Source: an optimization exercise on an open RTL-to-GDS flow (aim: small area). Production flows keep margins and buffers that such runs may drop. In this exercise RTL edits were held to simulation tests only and were not proved equivalent to the original. Power figures rest on the tool's default switching activity, not on a simulated workload.

==> flow/design.v <==
module LFSR    (
out             ,   
enable          ,   
clk             ,   
reset               
);
output [7:0] out;
input enable, clk, reset;
reg [7:0] out;
wire        linear_feedback;
assign linear_feedback = !(out[7] ^ out[3]);
always @(posedge clk, posedge reset)
if (reset) begin  
  out <= 8'b0 ;
end else if (enable) begin
  out <= {out[6],out[5],
          out[4],out[3],
          out[2],out[1],
          out[0], linear_feedback};
end 
endmodule  
`timescale 1ns / 1ps
module VGA_generator(RGB_in, vga_r, vga_g, vga_b);
    input wire [7: 0] RGB_in;
    output wire [2: 0] vga_r, vga_g;
    output wire [1: 0] vga_b;
    assign vga_r = RGB_in[7: 5];
    assign vga_g = RGB_in[4: 2];
    assign vga_b = RGB_in[1: 0];
endmodule
module hvsync_generator(clk, reset,vga_h_sync, vga_v_sync, inDisplayArea, CounterX, CounterY);
input clk;
input reset;
output vga_h_sync, vga_v_sync;
output inDisplayArea;
output [9:0] CounterX;
output [9:0] CounterY;
reg [9:0] CounterX;
reg [9:0] CounterY;
reg vga_HS, vga_VS;
reg inDisplayArea;
always @(posedge clk, posedge reset)
begin
   if(reset)
      CounterX <= 0;
   else if(CounterX==10'h320)
	   CounterX <= 0;
   else
	   CounterX <= CounterX +1;
end
always @(posedge clk, posedge reset)
begin
   if(reset)
      CounterY<=0; 
   else if(CounterY==10'h209)     
      CounterY<=0;
   else if(CounterX==10'h320)     
      CounterY <= CounterY + 1;
end
always @(posedge clk, posedge reset)
begin
   if(reset)
   begin
	vga_HS <= 0;
	vga_VS <= 0;
   end
   else
   begin
	vga_HS <= (CounterX>655 && CounterX<752); 	 
	vga_VS <= (CounterY==490 ||CounterY==491); 	 
   end
end 
always @(posedge clk, posedge reset)
   if(reset)
      inDisplayArea<=0;
   else
	   inDisplayArea <= (CounterX<640) && (CounterY<480);
assign vga_h_sync = ~vga_HS;
assign vga_v_sync = ~vga_VS;
endmodule
`timescale 1ns / 1ps
module X_RAM_NOREAD(clk,ce,reset,Start, Stop, Ack, out_pipe, out_coin,
	X_Edge_OO_L,
	X_Edge_O1_L,
	X_Edge_O2_L,
	X_Edge_O3_L,
	X_Edge_O4_L,
	X_Edge_OO_R,
	X_Edge_O1_R,
	X_Edge_O2_R,
	X_Edge_O3_R,
	X_Edge_O4_R,
	X_Coin_OO_L,
	X_Coin_O1_L,
	X_Coin_O2_L,
	X_Coin_O3_L,
	X_Coin_O4_L,
	X_Coin_OO_R,
	X_Coin_O1_R,
	X_Coin_O2_R,
	X_Coin_O3_R,
	X_Coin_O4_R,
	shift_Coin,
	Q_Initial,
	Q_Count,
	Q_Stop);
 input clk,ce,reset;
 input Start, Stop, Ack;
 output [9:0] X_Edge_OO_L;
 output [9:0] X_Edge_O1_L;
 output [9:0] X_Edge_O2_L;
 output [9:0] X_Edge_O3_L;
 output [9:0] X_Edge_O4_L;
 output [9:0] X_Edge_OO_R;
 output [9:0] X_Edge_O1_R;
 output [9:0] X_Edge_O2_R;
 output [9:0] X_Edge_O3_R;
 output [9:0] X_Edge_O4_R;
 output [9:0] X_Coin_OO_L;
 output [9:0] X_Coin_O1_L;
 output [9:0] X_Coin_O2_L;
 output [9:0] X_Coin_O3_L;
 output [9:0] X_Coin_O4_L;
 output [9:0] X_Coin_OO_R;
 output [9:0] X_Coin_O1_R;
 output [9:0] X_Coin_O2_R;
 output [9:0] X_Coin_O3_R;
 output [9:0] X_Coin_O4_R;
 output shift_Coin;
 output	[2:0] out_pipe;
 output  [2:0] out_coin;
 output 	Q_Initial, Q_Count, Q_Stop;
 reg [9:0] array_X_Left [4:0];  
 reg [9:0] array_X_Right [4:0];  
 reg [9:0] array_X_Coin_Left [4:0];  
 reg [9:0] array_X_Coin_Right [4:0];  
 reg [2:0] out_pipe;
 reg [2:0] out_coin;
 reg shift_Coin;
 reg[2:0] state;
 parameter PIPE_WIDTH = 61;
 parameter COIN_WIDTH = 20;
 parameter INTERVAL = 142;
 localparam
			QInitial = 3'b001,
			QCount	= 3'b010,
			QStop = 3'b100;
	assign {Q_Stop, Q_Count,
			Q_Initial } = state;
	parameter X0_init = 0;
	parameter X1_init = INTERVAL;
	parameter X2_init = 2*INTERVAL;
	parameter X3_init = 3*INTERVAL;
	parameter X4_init = 4*INTERVAL;
	parameter X0_init_2 = PIPE_WIDTH;
	parameter X1_init_2 = PIPE_WIDTH + INTERVAL;
	parameter X2_init_2 = PIPE_WIDTH + 2*INTERVAL;
	parameter X3_init_2 = PIPE_WIDTH + 3*INTERVAL;
	parameter X4_init_2 = PIPE_WIDTH + 4*INTERVAL;
	parameter X0_init_coin = 0;
	parameter X1_init_coin = INTERVAL;
	parameter X2_init_coin = 2*INTERVAL;
	parameter X3_init_coin = 3*INTERVAL;
	parameter X4_init_coin = 4*INTERVAL;
	parameter X0_init_coin_2 = COIN_WIDTH;
	parameter X1_init_coin_2 = COIN_WIDTH + INTERVAL;
	parameter X2_init_coin_2 = COIN_WIDTH + 2*INTERVAL;
	parameter X3_init_coin_2 = COIN_WIDTH + 3*INTERVAL;
	parameter X4_init_coin_2 = COIN_WIDTH + 4*INTERVAL;
	reg [2:0] out_temp_1;
	reg [2:0] out_temp_2;
	reg [2:0] out_temp_3;
	reg [2:0] out_temp_4;
	reg [2:0] out_coin_1;
	reg [2:0] out_coin_2;
	reg [2:0] out_coin_3;
	reg [2:0] out_coin_4;
integer i;
 always @ (posedge clk, posedge reset)
	begin  : X_RAM_logic
		if(reset)
		begin
			state <= QInitial;
			shift_Coin <= 0;
						array_X_Left[0] <= X0_init;
						array_X_Left[1] <= X1_init;
						array_X_Left[2] <= X2_init;
						array_X_Left[3] <= X3_init;
						array_X_Left[4] <= X4_init;
						array_X_Right[0] <= X0_init_2;
						array_X_Right[1] <= X1_init_2;
						array_X_Right[2] <= X2_init_2;
						array_X_Right[3] <= X3_init_2;
						array_X_Right[4] <= X4_init_2;
						array_X_Coin_Left[0] <= X0_init_coin;
						array_X_Coin_Left[1] <= X1_init_coin;
						array_X_Coin_Left[2] <= X2_init_coin;
						array_X_Coin_Left[3] <= X3_init_coin;
						array_X_Coin_Left[4] <= X4_init_coin;
						array_X_Coin_Right[0] <= X0_init_coin_2;
						array_X_Coin_Right[1] <= X1_init_coin_2;
						array_X_Coin_Right[2] <= X2_init_coin_2;
						array_X_Coin_Right[3] <= X3_init_coin_2;
						array_X_Coin_Right[4] <= X4_init_coin_2;
						out_pipe <= 2;  
						out_temp_1 <= 3;
						out_temp_2 <= 4;
						out_temp_3 <= 0;
						out_temp_4 <= 1;
						out_coin <= 2;  
						out_coin_1 <= 3;
						out_coin_2 <= 4;
						out_coin_3 <= 0;
						out_coin_4 <= 1;
		end
		else if (ce)
		begin
			case(state)	 
				QInitial:
				begin
						array_X_Left[0] <= X0_init;
						array_X_Left[1] <= X1_init;
						array_X_Left[2] <= X2_init;
						array_X_Left[3] <= X3_init;
						array_X_Left[4] <= X4_init;
						array_X_Right[0] <= X0_init_2;
						array_X_Right[1] <= X1_init_2;
						array_X_Right[2] <= X2_init_2;
						array_X_Right[3] <= X3_init_2;
						array_X_Right[4] <= X4_init_2;
						array_X_Coin_Left[0] <= X0_init_coin;
						array_X_Coin_Left[1] <= X1_init_coin;
						array_X_Coin_Left[2] <= X2_init_coin;
						array_X_Coin_Left[3] <= X3_init_coin;
						array_X_Coin_Left[4] <= X4_init_coin;
						array_X_Coin_Right[0] <= X0_init_coin_2;
						array_X_Coin_Right[1] <= X1_init_coin_2;
						array_X_Coin_Right[2] <= X2_init_coin_2;
						array_X_Coin_Right[3] <= X3_init_coin_2;
						array_X_Coin_Right[4] <= X4_init_coin_2;
						out_pipe <= 2;  
						out_temp_1 <= 3;
						out_temp_2 <= 4;
						out_temp_3 <= 0;
						out_temp_4 <= 1;
						out_coin <= 2;  
						out_coin_1 <= 3;
						out_coin_2 <= 4;
						out_coin_3 <= 0;
						out_coin_4 <= 1;
					if(Start)  
						state <= QCount;
				end	
				QCount:
				begin
					if(Stop)
					begin
						state <= QStop;
					end
						for(i = 0; i < 5; i = i + 1)  
						begin
							array_X_Left[i] <= array_X_Left[i]-10'd1;
							array_X_Right[i] <= array_X_Right[i]-10'd1;
							array_X_Coin_Left[i] <= array_X_Coin_Left[i]-10'd1;
							array_X_Coin_Right[i] <= array_X_Coin_Right[i]-10'd1;
							if(array_X_Left[i] == 0)
							begin
								array_X_Left[i] <= 0;
							end
							if(array_X_Right[i] == 0)
							begin
								array_X_Left[i] <= 10'd640;
								array_X_Right[i] <= 10'd640 + PIPE_WIDTH;
							end
							if(array_X_Coin_Left[i] == 0)
							begin
								array_X_Coin_Left[i] <= 0;
							end
							if(array_X_Coin_Right[i] == 0)
							begin
								array_X_Coin_Left[i] <= 10'd640 + PIPE_WIDTH - COIN_WIDTH;
								array_X_Coin_Right[i] <= 10'd640 + PIPE_WIDTH;
							end
						end
						if(array_X_Right[out_pipe] < 230)  
						begin  
							out_pipe <= out_pipe + 1;
							if(out_pipe == 4)
								out_pipe <= 0;
							out_temp_1 <= out_temp_1 + 1;
							if(out_temp_1 == 4)
								out_temp_1 <= 0;
							out_temp_2 <= out_temp_2 + 1;
							if(out_temp_2 == 4)
								out_temp_2 <= 0;
							out_temp_3 <= out_temp_3 + 1;
							if(out_temp_3 == 4)
								out_temp_3 <= 0;
							out_temp_4 <= out_temp_4 + 1;
							if(out_temp_4 == 4)
								out_temp_4 <= 0;	
						end
						if(array_X_Coin_Right[out_coin] < 230)  
						begin  
							out_coin <= out_coin + 1;
							if(out_coin == 4)
								out_coin <= 0;
							out_coin_1 <= out_coin_1 + 1;
							if(out_coin_1 == 4)
								out_coin_1 <= 0;
							out_coin_2 <= out_coin_2 + 1;
							if(out_coin_2 == 4)
								out_coin_2 <= 0;
							out_coin_3 <= out_coin_3 + 1;
							if(out_coin_3 == 4)
								out_coin_3 <= 0;
							out_coin_4 <= out_coin_4 + 1;
							if(out_coin_4 == 4)
								out_coin_4 <= 0;
						end
						if(array_X_Coin_Right[out_coin] == 230)
							shift_Coin <= 1;
						else shift_Coin <= 0;
				end  
				QStop:
				begin
					if(Ack)
						state <= QInitial;
				end
				default:
					state <= 3'b000;
			endcase
		end
	end
 assign X_Edge_OO_L = array_X_Left[out_pipe];
 assign X_Edge_O1_L = array_X_Left[out_temp_1];
 assign X_Edge_O2_L = array_X_Left[out_temp_2];
 assign X_Edge_O3_L = array_X_Left[out_temp_3];
 assign X_Edge_O4_L = array_X_Left[out_temp_4];
 assign X_Edge_OO_R = array_X_Right[out_pipe];
 assign X_Edge_O1_R = array_X_Right[out_temp_1];
 assign X_Edge_O2_R = array_X_Right[out_temp_2];
 assign X_Edge_O3_R = array_X_Right[out_temp_3];
 assign X_Edge_O4_R = array_X_Right[out_temp_4];
 assign X_Coin_OO_L = array_X_Coin_Left[out_coin];
 assign X_Coin_O1_L = array_X_Coin_Left[out_coin_1];
 assign X_Coin_O2_L = array_X_Coin_Left[out_coin_2];
 assign X_Coin_O3_L = array_X_Coin_Left[out_coin_3];
 assign X_Coin_O4_L = array_X_Coin_Left[out_coin_4];
 assign X_Coin_OO_R = array_X_Coin_Right[out_coin];
 assign X_Coin_O1_R = array_X_Coin_Right[out_coin_1];
 assign X_Coin_O2_R = array_X_Coin_Right[out_coin_2];
 assign X_Coin_O3_R = array_X_Coin_Right[out_coin_3];
 assign X_Coin_O4_R = array_X_Coin_Right[out_coin_4];
endmodule
`timescale 1ns / 1ps
module Y_ROM(clk, reset, I, IC,
	YEdge0T, YEdge0B,
	YEdge1T, YEdge1B,
	YEdge2T, YEdge2B,
	YEdge3T, YEdge3B,
	YEdge4T, YEdge4B,
	YCoin0, YCoin1, YCoin2, YCoin3, YCoin4
	);
	parameter ET0 = 50;
	parameter ET1 = 100;
	parameter ET2 = 150;
	parameter ET3 = 110;
	parameter ET4 = 80;
	parameter EB0 = 400 - 50;
	parameter EB1 = 400 - 80;
	parameter EB2 = 400 - 30;
	parameter EB3 = 400 - 50;
	parameter EB4 = 400 - 10;
	reg [9:0] C0;
	reg [9:0] C1;
	reg [9:0] C2;
	reg [9:0] C3;
	reg [9:0] C4;
	reg [2:0] IC_prev;
	input [2:0] I;
	input [2:0] IC;
	input clk;
	input reset;
	output [9:0] YEdge0T;
	output [9:0] YEdge0B;
	output [9:0] YEdge1T;
	output [9:0] YEdge1B;
	output [9:0] YEdge2T;
	output [9:0] YEdge2B;
	output [9:0] YEdge3T;
	output [9:0] YEdge3B;
	output [9:0] YEdge4T;
	output [9:0] YEdge4B;
	output [9:0] YCoin0;
	output [9:0] YCoin1;
	output [9:0] YCoin2;
	output [9:0] YCoin3;
	output [9:0] YCoin4;
	reg [9:0] YEdge0T;
	reg [9:0] YEdge0B;
	reg [9:0] YEdge1T;
	reg [9:0] YEdge1B;
	reg [9:0] YEdge2T;
	reg [9:0] YEdge2B;
	reg [9:0] YEdge3T;
	reg [9:0] YEdge3B;
	reg [9:0] YEdge4T;
	reg [9:0] YEdge4B;
	reg [9:0] YCoin0;
	reg [9:0] YCoin1;
	reg [9:0] YCoin2;
	reg [9:0] YCoin3;
	reg [9:0] YCoin4;	
	wire [12:0] random;
	wire [7:0] lfsr_out;
	assign random = {5'b00000, lfsr_out};
	wire enable = IC[0] & ~IC_prev[0];
	LFSR lfsr(.clk(clk), .reset(reset), .out(lfsr_out), .enable(enable));
   always @(*)
         case (I)
            3'b000: 
				begin 
					YEdge0T = ET0;
					YEdge0B = EB0;
					YEdge1T = ET1;
					YEdge1B = EB1;
					YEdge2T = ET2;
					YEdge2B = EB2;
					YEdge3T = ET3;
					YEdge3B = EB3;
					YEdge4T = ET4;
					YEdge4B = EB4;
				end
            3'b001:
				begin 
					YEdge0T = ET1;
					YEdge0B = EB1;
					YEdge1T = ET2;
					YEdge1B = EB2;
					YEdge2T = ET3;
					YEdge2B = EB3;
					YEdge3T = ET4;
					YEdge3B = EB4;
					YEdge4T = ET0;
					YEdge4B = EB0;
				end
            3'b010:
				begin 
					YEdge0T = ET2;
					YEdge0B = EB2;
					YEdge1T = ET3;
					YEdge1B = EB3;
					YEdge2T = ET4;
					YEdge2B = EB4;
					YEdge3T = ET0;
					YEdge3B = EB0;
					YEdge4T = ET1;
					YEdge4B = EB1;
				end
            3'b011:
				begin 
					YEdge0T = ET3;
					YEdge0B = EB3;
					YEdge1T = ET4;
					YEdge1B = EB4;
					YEdge2T = ET0;
					YEdge2B = EB0;
					YEdge3T = ET1;
					YEdge3B = EB1;
					YEdge4T = ET2;
					YEdge4B = EB2;
				end
			3'b100:
				begin 
					YEdge0T = ET4;
					YEdge0B = EB4;
					YEdge1T = ET0;
					YEdge1B = EB0;
					YEdge2T = ET1;
					YEdge2B = EB1;
					YEdge3T = ET2;
					YEdge3B = EB2;
					YEdge4T = ET3;
					YEdge4B = EB3;
				end
            default:
				begin 
					YEdge0T = 10'd0;
					YEdge0B = 10'd0;
					YEdge1T = 10'd0;
					YEdge1B = 10'd0;
					YEdge2T = 10'd0;
					YEdge2B = 10'd0;
					YEdge3T = 10'd0;
					YEdge3B = 10'd0;
					YEdge4T = 10'd0;
					YEdge4B = 10'd0;
				end
         endcase	 
	always @(*)  
         case (IC)
            3'b000: 
				begin 
					YCoin0 = C0;
					YCoin1 = C1;
					YCoin2 = (ET2+10)+random%((EB2-30)-(ET2+10));
					YCoin3 = C3;
					YCoin4 = C4;	
				end
            3'b001:
				begin 
					YCoin0 = C1;
					YCoin1 = C2;
					YCoin2 = (ET3+10)+random%((EB3-30)-(ET3+10));
					YCoin3 = C4;
					YCoin4 = C0;	
				end
            3'b010:
				begin 
					YCoin0 = C2;
					YCoin1 = C3;
					YCoin2 = (ET4+10)+random%((EB4-30)-(ET4+10));
					YCoin3 = C0;
					YCoin4 = C1;	
				end
            3'b011:
				begin 
					YCoin0 = C3;
					YCoin1 = C4;
					YCoin2 = (ET0+10)+random%((EB0-30)-(ET0+10));
					YCoin3 = C1;
					YCoin4 = C2;	
				end
			3'b100:
				begin 
					YCoin0 = C4;
					YCoin1 = C0;
					YCoin2 = (ET1+10)+random%((EB1-30)-(ET1+10));
					YCoin3 = C2;
					YCoin4 = C3;
				end
            default:
				begin 
					YCoin0 = 10'd0;
					YCoin1 = 10'd0;
					YCoin2 = 10'd0;
					YCoin3 = 10'd0;
					YCoin4 = 10'd0;
				end
         endcase
	always @(posedge clk, posedge reset)
	if (reset)
	begin
		IC_prev <= 3'd2;
		C0 <= (ET0+10);
		C1 <= (ET1+10);
		C2 <= (ET2+10);
		C3 <= (ET3+10);
		C4 <= (ET4+10);
	end
	else if (IC != IC_prev)
	begin
		IC_prev <= IC;
         case (IC)
            3'b000: 
				begin 
					C2 <= (ET2+10)+random%((EB2-30)-(ET2+10));
				end
            3'b001:
				begin 
					C3 <= (ET3+10)+random%((EB3-30)-(ET3+10));
				end
            3'b010:
				begin 
					C4 <= (ET4+10)+random%((EB4-30)-(ET4+10));
				end
            3'b011:
				begin 
					C0 <= (ET0+10)+random%((EB0-30)-(ET0+10));	
				end
			3'b100:
				begin 
					C1 <= (ET1+10)+random%((EB1-30)-(ET1+10));
				end
			default: ;
         endcase
	end
endmodule
`timescale 1ns / 1ps
module obstacle_logic(
	Clk,reset,
	Q_Initial,
	Q_Check,
	Q_Lose, 
	Start, Ack, 
	X_Edge_Left,
	X_Edge_Right,
	Y_Edge_Top,
	Y_Edge_Bottom,
	Bird_X_L, Bird_X_R, Bird_Y_T, Bird_Y_B
	);
input 	Clk, reset, Start, Ack;
input [9:0] Bird_X_L;  
input [9:0] Bird_Y_T;  
input [9:0] Bird_X_R;  
input [9:0] Bird_Y_B;  
input	[9:0] X_Edge_Left;  
input	[9:0] X_Edge_Right;  
input	[9:0] Y_Edge_Top;  
input	[9:0] Y_Edge_Bottom;  
output 	Q_Initial,
			Q_Check, Q_Lose;
reg [2:0] state;
integer loseCounter;
assign {Q_Lose, Q_Check,
			Q_Initial } = state;
localparam
			QInitial = 3'b001,
			QCheck	= 3'b010,
			QLose 	= 3'b100;
always @ (posedge Clk, posedge reset)
begin
	if(reset)
	begin
		state <= QInitial;
		loseCounter <= 0;
	end
	else
	begin
		case(state)
			QInitial:
			begin
				if(Start)  
					state <= QCheck;
			end	
			QCheck:
			begin
				if( (Bird_Y_B >= Y_Edge_Bottom || Bird_Y_T <= Y_Edge_Top)
					&& (Bird_X_R > X_Edge_Left && Bird_X_L < X_Edge_Right) )
					begin
						state <= QLose;
					end
			end	
			QLose:
			begin
				loseCounter <= loseCounter+1;
				if(Ack && loseCounter>=1600)
					begin						
						state <= QInitial;
						loseCounter <= 0;
					end
			end
			default:
				state <= 3'b000;
		endcase
	end
end
endmodule
`timescale 1ns / 1ps
module coin_logic(
	Clk,reset,
	get_Zero,
	Start, Ack, 
	X_Coin_OO_L,
	X_Coin_OO_R,
	Y_Coin_00,
	Bird_X_L, Bird_X_R, Bird_Y_T, Bird_Y_B,
	Score
	);
	input 	Clk, reset, Start, Ack;
	input [9:0] Bird_X_L;  
	input [9:0] Bird_Y_T;  
	input [9:0] Bird_X_R;  
	input [9:0] Bird_Y_B;  
	input [9:0] X_Coin_OO_L;  
	input [9:0] X_Coin_OO_R;  
	input [9:0] Y_Coin_00;
	output [1:0] get_Zero;
	output [9:0] Score;
	reg [1:0] get_Zero;
	reg [1:0] pre_Get_Zero;
	reg [9:0] Score;
	parameter COIN_HEIGHT = 20;
	always @ (posedge Clk, posedge reset)
	begin
		if(reset)
		begin
			Score = 0;
			get_Zero = 0;
			pre_Get_Zero = 0;
		end
		else begin
			if(((Bird_Y_B >= Y_Coin_00 && Bird_Y_B <= Y_Coin_00+COIN_HEIGHT) || (Bird_Y_T <= Y_Coin_00+COIN_HEIGHT && Bird_Y_T >= Y_Coin_00))
				&& (Bird_X_R > X_Coin_OO_L && Bird_X_L < X_Coin_OO_R))
				begin
					pre_Get_Zero = get_Zero;
					get_Zero = 1;
				end
			else 
			begin	
				pre_Get_Zero = get_Zero;
				get_Zero = 0;
			end
			if (!pre_Get_Zero && get_Zero)
				Score = Score + 4'd1;
		end
	end
endmodule
`timescale 1ns / 1ps
module flight_control(Clk, ce, reset, Start, Ack, Stop, BtnU, BtnD, Bird_X_L, Bird_X_R, Bird_Y_T, Bird_Y_B,
   q_Initial, q_Flight, q_Stop);
input 	Clk, ce, reset, Start, Ack, Stop;
input 	BtnU, BtnD;
output [9:0] Bird_X_L;
output [9:0] Bird_X_R;
output [9:0] Bird_Y_T;
output [9:0] Bird_Y_B;
output q_Initial, q_Flight, q_Stop;
reg [2:0] state;
assign {q_Stop, q_Flight, q_Initial} = state;
reg [9:0] Bird_X_L;
reg [9:0] Bird_X_R;
reg [9:0] Bird_Y_T;
reg [9:0] Bird_Y_B;
localparam
			QInitial = 3'b001,
			QFlight	= 3'b010,
			QStop 	= 3'b100;
parameter step = 4;
parameter MIN_BIRD_Y = step;
parameter MAX_BIRD_Y = 767 - 128;
always @ (posedge Clk, posedge reset)
begin	
	if(reset)
	begin
		state <= QInitial;
		Bird_X_L <= 10'd230;
		Bird_X_R <= 10'd249;
		Bird_Y_T <= 10'd220;
		Bird_Y_B <= 10'd239;
	end
	else if (ce)
	begin
		case(state)
			QInitial:
			begin
				if(Start)  
					state <= QFlight;
				Bird_X_L <= 10'd230;  
				Bird_X_R <= 10'd249;  
				Bird_Y_T <= 10'd220; 
				Bird_Y_B <= 10'd239;  
			end	
			QFlight:
			begin
				if(Stop)
					state <= QStop;
				else 
				begin
					if (BtnU & Bird_Y_T > MIN_BIRD_Y)
						begin
						Bird_Y_T <= Bird_Y_T - step;
						Bird_Y_B <= Bird_Y_B - step;
						end
					else if (BtnD & Bird_Y_B < MAX_BIRD_Y)
						begin
						Bird_Y_T <= Bird_Y_T + step;
						Bird_Y_B <= Bird_Y_B + step;
						end
				end
			end	
			QStop:
			begin
				if(Ack)
					state <= QInitial;
			end
			default:
				state <= 3'b000;
		endcase
	end
end
endmodule
`timescale 1ns / 1ps
module vga_top(ClkPort, BtnR, BtnC, BtnU, BtnD,
	vga_h_sync, vga_v_sync, vga_r, vga_g, vga_b,
	An0, An1, An2, An3,
	Ca, Cb, Cc, Cd, Ce, Cf, Cg, Dp);
	input 	ClkPort;
	input 	BtnR, BtnC, BtnU, BtnD;
	output 	vga_h_sync, vga_v_sync;
	output [2:0] vga_r;
	output [2:0] vga_g;
	output [1:0] vga_b;
	output 	An0, An1, An2, An3;
	output	Ca, Cb, Cc, Cd, Ce, Cf, Cg, Dp;
	wire	Reset, sys_clk;
	wire [2:0] X_Index;  
	wire [2:0] X_Index_Coin;  
	wire [9:0] X_Edge_OO_L;
	wire [9:0] X_Edge_OO_R;
	wire [9:0] X_Edge_O1_L;
	wire [9:0] X_Edge_O1_R;
	wire [9:0] X_Edge_O2_L;
	wire [9:0] X_Edge_O2_R;
	wire [9:0] X_Edge_O3_L;
	wire [9:0] X_Edge_O3_R;
	wire [9:0] X_Edge_O4_L;
	wire [9:0] X_Edge_O4_R;
	wire [9:0] X_Coin_OO_L;
	wire [9:0] X_Coin_O1_L;
	wire [9:0] X_Coin_O2_L;
	wire [9:0] X_Coin_O3_L;
	wire [9:0] X_Coin_O4_L;
	wire [9:0] X_Coin_OO_R;
	wire [9:0] X_Coin_O1_R;
	wire [9:0] X_Coin_O2_R;
	wire [9:0] X_Coin_O3_R;
	wire [9:0] X_Coin_O4_R;
	wire [9:0] Y_Edge_00_Top;
	wire [9:0] Y_Edge_00_Bottom;
	wire [9:0] Y_Edge_01_Top;
	wire [9:0] Y_Edge_01_Bottom;
	wire [9:0] Y_Edge_02_Top;
	wire [9:0] Y_Edge_02_Bottom;
	wire [9:0] Y_Edge_03_Top;
	wire [9:0] Y_Edge_03_Bottom;
	wire [9:0] Y_Edge_04_Top;
	wire [9:0] Y_Edge_04_Bottom;
	wire [9:0] Y_Coin_00;
	wire [9:0] Y_Coin_01;
	wire [9:0] Y_Coin_02;
	wire [9:0] Y_Coin_03;
	wire [9:0] Y_Coin_04;
	reg [4:0] Show_Coin;
	wire [1:0] get_Zero;
	wire shift_Coin;
	wire q_Initial, q_Check, q_Lose;
	wire q_InitialX, q_Count, q_Stop;
	wire q_InitialF, q_Flight, q_StopF;
	wire [9:0]	Score;
	wire [9:0] Bird_X_L;
	wire [9:0] Bird_Y_T;
	wire [9:0] Bird_X_R;
	wire [9:0] Bird_Y_B;
	wire [1:0] 	ssdscan_clk;
	assign sys_clk = ClkPort;
	assign Reset = BtnR;
	reg [11:0]	DIV_CLK;
	always @ (posedge sys_clk, posedge Reset)  
	begin : CLOCK_DIVIDER
      if (Reset)
			begin
				DIV_CLK <= 0;
			end
      else
			DIV_CLK <= DIV_CLK + 1'b1;
	end	
	wire tick_x     = (DIV_CLK[8:0] == 9'h0ff);  
	wire tick_fly   = (DIV_CLK[9:0] == 10'h1ff);  
	wire tick_flash = (DIV_CLK[11:0] == 12'h7ff);  
	wire inDisplayArea;
	wire [9:0] CounterX;
	wire [9:0] CounterY;
	hvsync_generator syncgen(.clk(sys_clk), .reset(Reset),.vga_h_sync(vga_h_sync), .vga_v_sync(vga_v_sync), .inDisplayArea(inDisplayArea), .CounterX(CounterX), .CounterY(CounterY));
	always @ (posedge sys_clk, posedge Reset)
	begin
	if (Reset)
		Show_Coin <= 5'b00000;
	else if (tick_x)
	begin
	if (q_Initial)
		Show_Coin <= 5'b00000;
	if (get_Zero != 2'b00)
	begin
		Show_Coin[0] <= 0;
	end
	if (shift_Coin)
	begin
		if (Show_Coin[4] == 1) Show_Coin[3] <= 1;
		else Show_Coin[3] <= 0;
		if (Show_Coin[0] == 1) Show_Coin[4] <= 1;
		else Show_Coin[4] <= 0;
		if (Show_Coin[1] == 1) Show_Coin[0] <= 1;
		else Show_Coin[0] <= 0;
		if (Show_Coin[2] == 1) Show_Coin[1] <= 1;
		else Show_Coin[1] <= 0;
		Show_Coin[2] <= 1;
	end
	end
	end
	reg [7:0] RGB_in;
	VGA_generator generator(RGB_in, vga_r, vga_g, vga_b);
	reg Flash_Blue;
	always @(posedge sys_clk, posedge Reset)
		if (Reset)
			Flash_Blue <= 0;
		else if (tick_flash)
		begin
			Flash_Blue <= 0;
			if (q_Lose)
				Flash_Blue <= ~Flash_Blue;				
		end
	wire Bird = (CounterY>=(Bird_Y_T) && CounterY<=(Bird_Y_B) && 
		CounterX>=(Bird_X_L) && CounterX<=(Bird_X_R));
	wire Pipe = ((CounterX>=X_Edge_OO_L && CounterX<=X_Edge_OO_R && (CounterY<=Y_Edge_00_Top || CounterY>=Y_Edge_00_Bottom)) ||
		(CounterX>=X_Edge_O1_L && CounterX<=X_Edge_O1_R && (CounterY<=Y_Edge_01_Top || CounterY>=Y_Edge_01_Bottom)) ||
		(CounterX>=X_Edge_O2_L && CounterX<=X_Edge_O2_R && (CounterY<=Y_Edge_02_Top || CounterY>=Y_Edge_02_Bottom)) ||
		(CounterX>=X_Edge_O3_L && CounterX<=X_Edge_O3_R && (CounterY<=Y_Edge_03_Top || CounterY>=Y_Edge_03_Bottom)) ||
		(CounterX>=X_Edge_O4_L && CounterX<=X_Edge_O4_R && (CounterY<=Y_Edge_04_Top || CounterY>=Y_Edge_04_Bottom)));
	wire Coin_0 = Show_Coin[0] && CounterX>=X_Coin_OO_L && CounterX<=X_Coin_OO_R && CounterY>=Y_Coin_00 && CounterY<=Y_Coin_00+20;
	wire Coin_1 = Show_Coin[1] && CounterX>=X_Coin_O1_L && CounterX<=X_Coin_O1_R && CounterY>=Y_Coin_01 && CounterY<=Y_Coin_01+20;
	wire Coin_2 = Show_Coin[2] && CounterX>=X_Coin_O2_L && CounterX<=X_Coin_O2_R && CounterY>=Y_Coin_02 && CounterY<=Y_Coin_02+20;
	wire Coin_3 = Show_Coin[3] && CounterX>=X_Coin_O3_L && CounterX<=X_Coin_O3_R && CounterY>=Y_Coin_03 && CounterY<=Y_Coin_03+20;
	wire Coin_4 = Show_Coin[4] && CounterX>=X_Coin_O4_L && CounterX<=X_Coin_O4_R && CounterY>=Y_Coin_04 && CounterY<=Y_Coin_04+20;
	wire R = Bird;
	wire G = Pipe;
	wire B = Flash_Blue || Coin_0 || Coin_1 || Coin_2 || Coin_3 || Coin_4;
	always @(posedge sys_clk, posedge Reset)
	begin
		if (Reset)
			RGB_in <= 8'd0;
		else
		begin
			RGB_in[7:5] <= {R & inDisplayArea, R & inDisplayArea, R & inDisplayArea};
			RGB_in[4:2] <= {G & inDisplayArea, G & inDisplayArea, G & inDisplayArea};
			RGB_in[1:0] <= {B & inDisplayArea, B & inDisplayArea};
		end
	end
	reg 	[3:0]	SSD;
	wire 	[3:0]	SSD0, SSD1, SSD2, SSD3;
	assign SSD0 = Score[9:0]%10; 
	assign SSD1 = (Score[9:0]/10)%10;
	assign SSD2 = (Score[9:0]/100)%10;
	assign SSD3 = 0;
	assign ssdscan_clk = DIV_CLK[8:7];	
	assign An0	= !(~(ssdscan_clk[1]) && ~(ssdscan_clk[0]));   
	assign An1	= !(~(ssdscan_clk[1]) &&  (ssdscan_clk[0]));   
	assign An2	= !( (ssdscan_clk[1]) && ~(ssdscan_clk[0]));   
	assign An3	= !( (ssdscan_clk[1]) &&  (ssdscan_clk[0]));   
	always @ (*)
	begin : SSD_SCAN_OUT
		case (ssdscan_clk) 
				  2'b00: SSD =     SSD0 ;
				  2'b01: SSD =     SSD1;
				  2'b10: SSD =     SSD2;
				  2'b11: SSD =     SSD3;
		endcase 
	end
	reg [6:0]  SSD_CATHODES;
	assign {Ca, Cb, Cc, Cd, Ce, Cf, Cg, Dp} = {SSD_CATHODES, 1'b1};
	always @ (*) 
	begin : HEX_TO_SSD
		case (SSD)		
			4'b1111: SSD_CATHODES = 7'b1111111 ;  
			4'b0000: SSD_CATHODES = 7'b0000001 ;  
			4'b0001: SSD_CATHODES = 7'b1001111 ;  
			4'b0010: SSD_CATHODES = 7'b0010010 ;  
			4'b0011: SSD_CATHODES = 7'b0000110 ;  
			4'b0100: SSD_CATHODES = 7'b1001100 ;  
			4'b0101: SSD_CATHODES = 7'b0100100 ;  
			4'b0110: SSD_CATHODES = 7'b0100000 ;  
			4'b0111: SSD_CATHODES = 7'b0001111 ;  
			4'b1000: SSD_CATHODES = 7'b0000000 ;  
			4'b1001: SSD_CATHODES = 7'b0000100 ;  
			4'b1010: SSD_CATHODES = 7'b0001000 ;  
			default: SSD_CATHODES = 7'b1111111 ;
		endcase
	end
	X_RAM_NOREAD x_ram(.clk(sys_clk),.ce(tick_x),.reset(BtnR),.Start(BtnC), .Stop(q_Lose), .Ack(BtnD), .out_pipe(X_Index), .out_coin(X_Index_Coin),
		.X_Edge_OO_L(X_Edge_OO_L), .X_Edge_O1_L(X_Edge_O1_L), .X_Edge_O2_L(X_Edge_O2_L), .X_Edge_O3_L(X_Edge_O3_L),.X_Edge_O4_L(X_Edge_O4_L), 
		.X_Edge_OO_R(X_Edge_OO_R), .X_Edge_O1_R(X_Edge_O1_R), .X_Edge_O2_R(X_Edge_O2_R), .X_Edge_O3_R(X_Edge_O3_R), .X_Edge_O4_R(X_Edge_O4_R), 
		.X_Coin_OO_L(X_Coin_OO_L), .X_Coin_O1_L(X_Coin_O1_L), .X_Coin_O2_L(X_Coin_O2_L), .X_Coin_O3_L(X_Coin_O3_L), .X_Coin_O4_L(X_Coin_O4_L),
		.X_Coin_OO_R(X_Coin_OO_R), .X_Coin_O1_R(X_Coin_O1_R), .X_Coin_O2_R(X_Coin_O2_R), .X_Coin_O3_R(X_Coin_O3_R), .X_Coin_O4_R(X_Coin_O4_R),
		.shift_Coin(shift_Coin),
		.Q_Initial(q_InitialX), .Q_Count(q_Count), .Q_Stop(q_Stop));	
	Y_ROM y_rom(.clk(sys_clk), .reset(BtnR), .I(X_Index), .IC(X_Index_Coin),
		.YEdge0T(Y_Edge_00_Top), 
		.YEdge0B(Y_Edge_00_Bottom),
		.YEdge1T(Y_Edge_01_Top), 
		.YEdge1B(Y_Edge_01_Bottom),
		.YEdge2T(Y_Edge_02_Top),
		.YEdge2B(Y_Edge_02_Bottom),
		.YEdge3T(Y_Edge_03_Top),
		.YEdge3B(Y_Edge_03_Bottom),
		.YEdge4T(Y_Edge_04_Top),
		.YEdge4B(Y_Edge_04_Bottom),
		.YCoin0(Y_Coin_00), 
		.YCoin1(Y_Coin_01),
		.YCoin2(Y_Coin_02),
		.YCoin3(Y_Coin_03),
		.YCoin4(Y_Coin_04)
		);
	obstacle_logic obs_log(.Clk(sys_clk),.reset(BtnR),.Q_Initial(q_Initial),.Q_Check(q_Check),.Q_Lose(q_Lose),
		.Start(BtnC), .Ack(BtnC), 
		.X_Edge_Left(X_Edge_OO_L),
		.X_Edge_Right(X_Edge_OO_R),
		.Y_Edge_Top(Y_Edge_00_Top),
		.Y_Edge_Bottom(Y_Edge_00_Bottom),
		.Bird_X_L(Bird_X_L), .Bird_X_R(Bird_X_R), .Bird_Y_T(Bird_Y_T), .Bird_Y_B(Bird_Y_B));
	coin_logic coin_log(.Clk(sys_clk),.reset(BtnR), .Score(Score),
		.Start(BtnC), .Ack(BtnC), 
		.X_Coin_OO_L(X_Coin_OO_L),
		.X_Coin_OO_R(X_Coin_OO_R),
		.Y_Coin_00(Y_Coin_00),
		.get_Zero(get_Zero),
		.Bird_X_L(Bird_X_L), .Bird_X_R(Bird_X_R), .Bird_Y_T(Bird_Y_T), .Bird_Y_B(Bird_Y_B));
	flight_control flight_control(.Clk(sys_clk), .ce(tick_fly), .reset(BtnR), .Start(BtnC), .Ack(BtnC), .Stop(q_Lose),
		.BtnU(BtnU), .BtnD(BtnD), .Bird_X_L(Bird_X_L),  .Bird_X_R(Bird_X_R), .Bird_Y_T(Bird_Y_T),  .Bird_Y_B(Bird_Y_B),
		.q_Initial(q_InitialF), .q_Flight(q_Flight), .q_Stop(q_StopF));
endmodule
==> flow/run.sh <==
#!/bin/bash
# synth_recipe.tcl (not shown) runs the flow's synth.tcl, then flattens the netlist and writes it again
# the make line also repeats each setting of config.mk as NAME=value (left out here)
make -C /OpenROAD-flow-scripts/flow DESIGN_CONFIG=/design/flow/config.mk WORK_HOME=/design/flow/orfs CLKGATE_MAP_FILE= SYNTH_SCRIPT=/design/flow/synth_recipe.tcl finish
==> flow/config.mk <==
export PLATFORM = sky130hd
export DESIGN_NAME = vga_top
export DESIGN_NICKNAME = vga_top
export VERILOG_FILES = /design/flow/design.v
export SDC_FILE = /design/flow/constraint.sdc
export NUM_CORES = 4
export LEC_CHECK = 0
export CAP_MARGIN = 20
export CORE_MARGIN = 2
export CORE_UTILIZATION = 40
export PLACE_DENSITY = 0.6
export SLEW_MARGIN = 20
==> flow/constraint.sdc <==
create_clock -name core_clock -period 20.0 [get_ports {ClkPort}]
set_input_delay 4.0000 -clock core_clock [delete_from_list [all_inputs] [get_ports {ClkPort}]]
set_output_delay 4.0000 -clock core_clock [all_outputs]
set_load 0.01 [all_outputs]
==> reports/qor.txt <==
vias per inst: 6.34
area added between synthesis and finish: 7.48%
IO buf count: 25
DIE AREA: 112000 sq um
DRC Markers: 0
GRT busiest layer: met2
Die X: 335 um
most frequent cells in the layout: o21ai_0, ha_1, a22oi_1
largest net degree at the start of global routing: 75
CTS buffer count: 51
Max stage delay on crit path: 490 ps
Worst Hold End: y_rom.IC_prev[1]$_DFFE_PP1P_
via count: 43400
startpoint class of the critical path: flip-flop
cells after synthesis: 5633
All-Layer GR Usage: 25.9%
WP data required: 16000 ps
Synth top area share: 16.3%
routability cong.: 0.916
setup TNS: 0 ps
Max Clock Freq: 53.1 MHz
register area: 10200 sq um
synthesized flop and latch total: 403
status: timing/DRC/antenna clean
antenna violations before repair: 1
dominant synthesized flop cell: dfrtp_1
hold path startpoint: x_ram.out_coin[1]$_DFFE_PP1P_
crit path max fanout: 40
CTS Sinks: 403
minimum clock period: 18840 ps
internal power: 1450 uW
Sequential Power Share: 44.0%
Crit Path Class: reg -> out
Hold WC Path Type: reg -> reg
most common cell after layout, fill and taps aside: o21ai_0
Slew @ Worst Pin: 1220 ps
row count: 121
count of cell types in the netlist: 117
fin util: 43.3%
worst reg2reg path depth: 23
CTS Root Buffer Type: clkbuf_16
die span in y: 335 um
MaxCap Viol Count: 0
CTS tree: done
ys async rst share: 100%
WP data arrival: 14840 ps
CP endpoint kind: primary output
first-pass GRT wire length: 235 mm
EDFF count, synth: 0
PwrDens: 41.2 nW/um^2
Worst VDD drop: 0.0000562 V
Clock Skew: 36.3 ps
post-route ant nets: 0
Syn Area/Cell: 7.77 sq um
clock power share: 51.4%
drt wl/cell: 22.1 um
Sw Share: 25.2%
Reg2Reg Setup Slack: 13110 ps
WHS: 406 ps
area occupied by multi-input gates: 31100 sq um
Inserted Diodes: 0
Starting Density: 40.3%
io pins: 27
slowest cell on the critical path: clkdlybuf4s50_1
Slew Limit Fails: 0
Most common cell on crit path: nand2_1
DP HPWL: 103 mm
final net count: 5958
layout cells sized above 1: 9.07%
final instance area: 47100 sq um
crit path from: DIV_CLK[7]$_DFF_PP0_
H-tree levels: 2
largest cells by area after synthesis: ha_1, dfrtp_1, dfstp_2
maximum clock insertion buffer count: 3
Max transition margin: 18.5%
grt total ovfl: 0
Post-Route WL: 151 mm
reg2reg end: coin_log.Score[7]$_DFFE_PP0P_
drt initial violations: 5291
number of cells on the worst hold path: 0
Critical R2R Launch: x_ram.out_coin[0]$_DFFE_PP0P_
final hold vios: 0
Core Box Area: 109000 sq um
met1 Resource Use GR: 36.5%
post-place instance area: 44900 sq um
fillers: 10800
Netlist Area Pre-Place: 43800 sq um
P_sw: 489 uW
Gate power share: 4.5%
Clk pin slew, worst setup/hold paths: 60 ps
GR met2 Demand/Resource: 39.9%
area leader, netlist: ha_1
final worst-path cycle share: 94.2%
Seq/Total Area, Yosys: 23.4%
Synth Warn #: 12
grt met3 use: 5.04%
Syn Nets: 6210
vias in the first global route: 40000
Worst-Skew Late Latency: 650 ps
final setup vio count: 0
DRT Pass-1 Iters: 9
Static Leak: 0.0187 uW
sequential cells by signal, indices dropped and copies added (netlist names), 5 cells and up:
register,cells
y_rom.C1,10
obs_log.loseCounter,32
y_rom.C3,10
DIV_CLK,12
x_ram.array_X_Coin_Left,50
coin_log.Score,10
syncgen.CounterX,10
x_ram.array_X_Coin_Right,50
syncgen.CounterY,10
Show_Coin,5
y_rom.C2,10
flight_control.Bird_Y_B,9
x_ram.array_X_Right,50
y_rom.C4,9
x_ram.array_X_Left,50
flight_control.Bird_Y_T,8
y_rom.C0,9
y_rom.lfsr.out,8
Yosys cell counts (41+ instances only):
library cell  number
buf_1             41
a21o_1            80
nand3_1          258
nor3_1           147
clkbuf_1         399
a31oi_1           70
o21ai_0          590
xnor2_1          122
a22oi_1          406
nor4_1            51
nand2b_1         119
nor2b_1          124
a21oi_1          360
dfrtp_1          278
nand4_1           71
inv_1            243
or3_1             76
xor2_1            49
nand2_1          389
dfstp_2          125
nor2_1           387
ha_1             571
worst max-delay path by stage:
stage	to	slack, ps	depth (start not counted)
floorplan	Cd	1830	74
global placement	Cd	380	71
detailed placement	Cd	70	71
CTS	Cd	20	70
global route	Cd	-6	73
finish	Cd	1160	71
per-layer routing:
| metal | wire, um | vias to the layer above |
|---|---|---|
| met5 | 13 | - |
| met4 | 4340 | 2 |
| met3 | 14600 | 274 |
| met2 | 65400 | 2024 |
| met1 | 66400 | 20700 |
| li1 | - | 20400 |
cells by family (layout without fill, tap and decap cells):
group           after synthesis  after routing  share of synthesized area (%)
compound gates             1938           1938                           28.8
xor+xnor                    172            172                           3.48
fa+ha+maj                   574            574                           16.4
buf+inv                     705            496                           6.15
flops                       403            403                           23.4
mux                          38             38                          0.977
other cells                   1              1                        0.00856
simple gates               1802           1802                           20.8
power groups by stage:
stage                     registers [uW]  logic [uW]  clock network [uW]
after floorplan                      862        69.6                   0
after global placement               867        88.1                   0
after detailed placement             867        89.4                   0
after CTS                            853        89.9                1020
after global routing                 856         101                1050
final                                854        88.0                 997
worst max-delay path: cells and delay by family (launching register included):
family	cells	cell delay (ps)
buffers and inverters	8	1580
flip-flops	1	410
XOR/XNOR	4	790
AO/OA/AOI/OAI	25	4570
AND/OR/NAND/NOR	24	3930
adder cells (fa/ha/maj)	9	2830
multiplexers	1	70
metrics by stage:
stage	instances	power (uW)	setup WS, ps
2_1_floorplan	5633	932	1830
3_3_place_gp	6723	955	376
3_5_place_dp	6723	956	71.4
4_1_cts	6822	1970	15.1
5_1_grt	6838	2010	-6.36
6_report	6838	1940	1160
area by class of cell:
cell class | count | share of cell area [%]
timing repair buffer | 155 | 2.61
tap | 1414 | 3.76
inverter | 245 | 1.97
multi-input combinational | 4525 | 66.1
clock inverter | 32 | 0.784
sequential | 403 | 21.8
clock buffer | 64 | 3.01
repair_timing:
item,in CTS,in global routing
gates resized for setup,8,27
setup endpoints to repair,7,7
setup buffers,3,16
hold buffers,0,0
pin swaps,2,12

==> re-timing with driven ports <==
In the flow no input, the clock included, has a driving cell. The finished layout below was timed again as built, in two steps.
Step 1 assumes that a clkbuf_16 drives the clock port and a buf_2 every other input.
Step 2 times the ports against the registers' clock, not the clock port: input delays grow and output delays shrink by t, the midpoint of the rising clock arrivals with the driver on.
Three values: ideal, step 1, step 2; two values: the first two.
t (ns): 0.704
slack for setup (ns): 1.160 / 1.087 / 1.791
hold slack, ns: 0.406 / 0.406 / 0.406
clock arrival spread, ns: 0.047 / 0.048
After both steps setup and hold are still met in this run. The setup slack of this run moves by -0.073 ns with the drivers and by +0.631 ns with both steps.
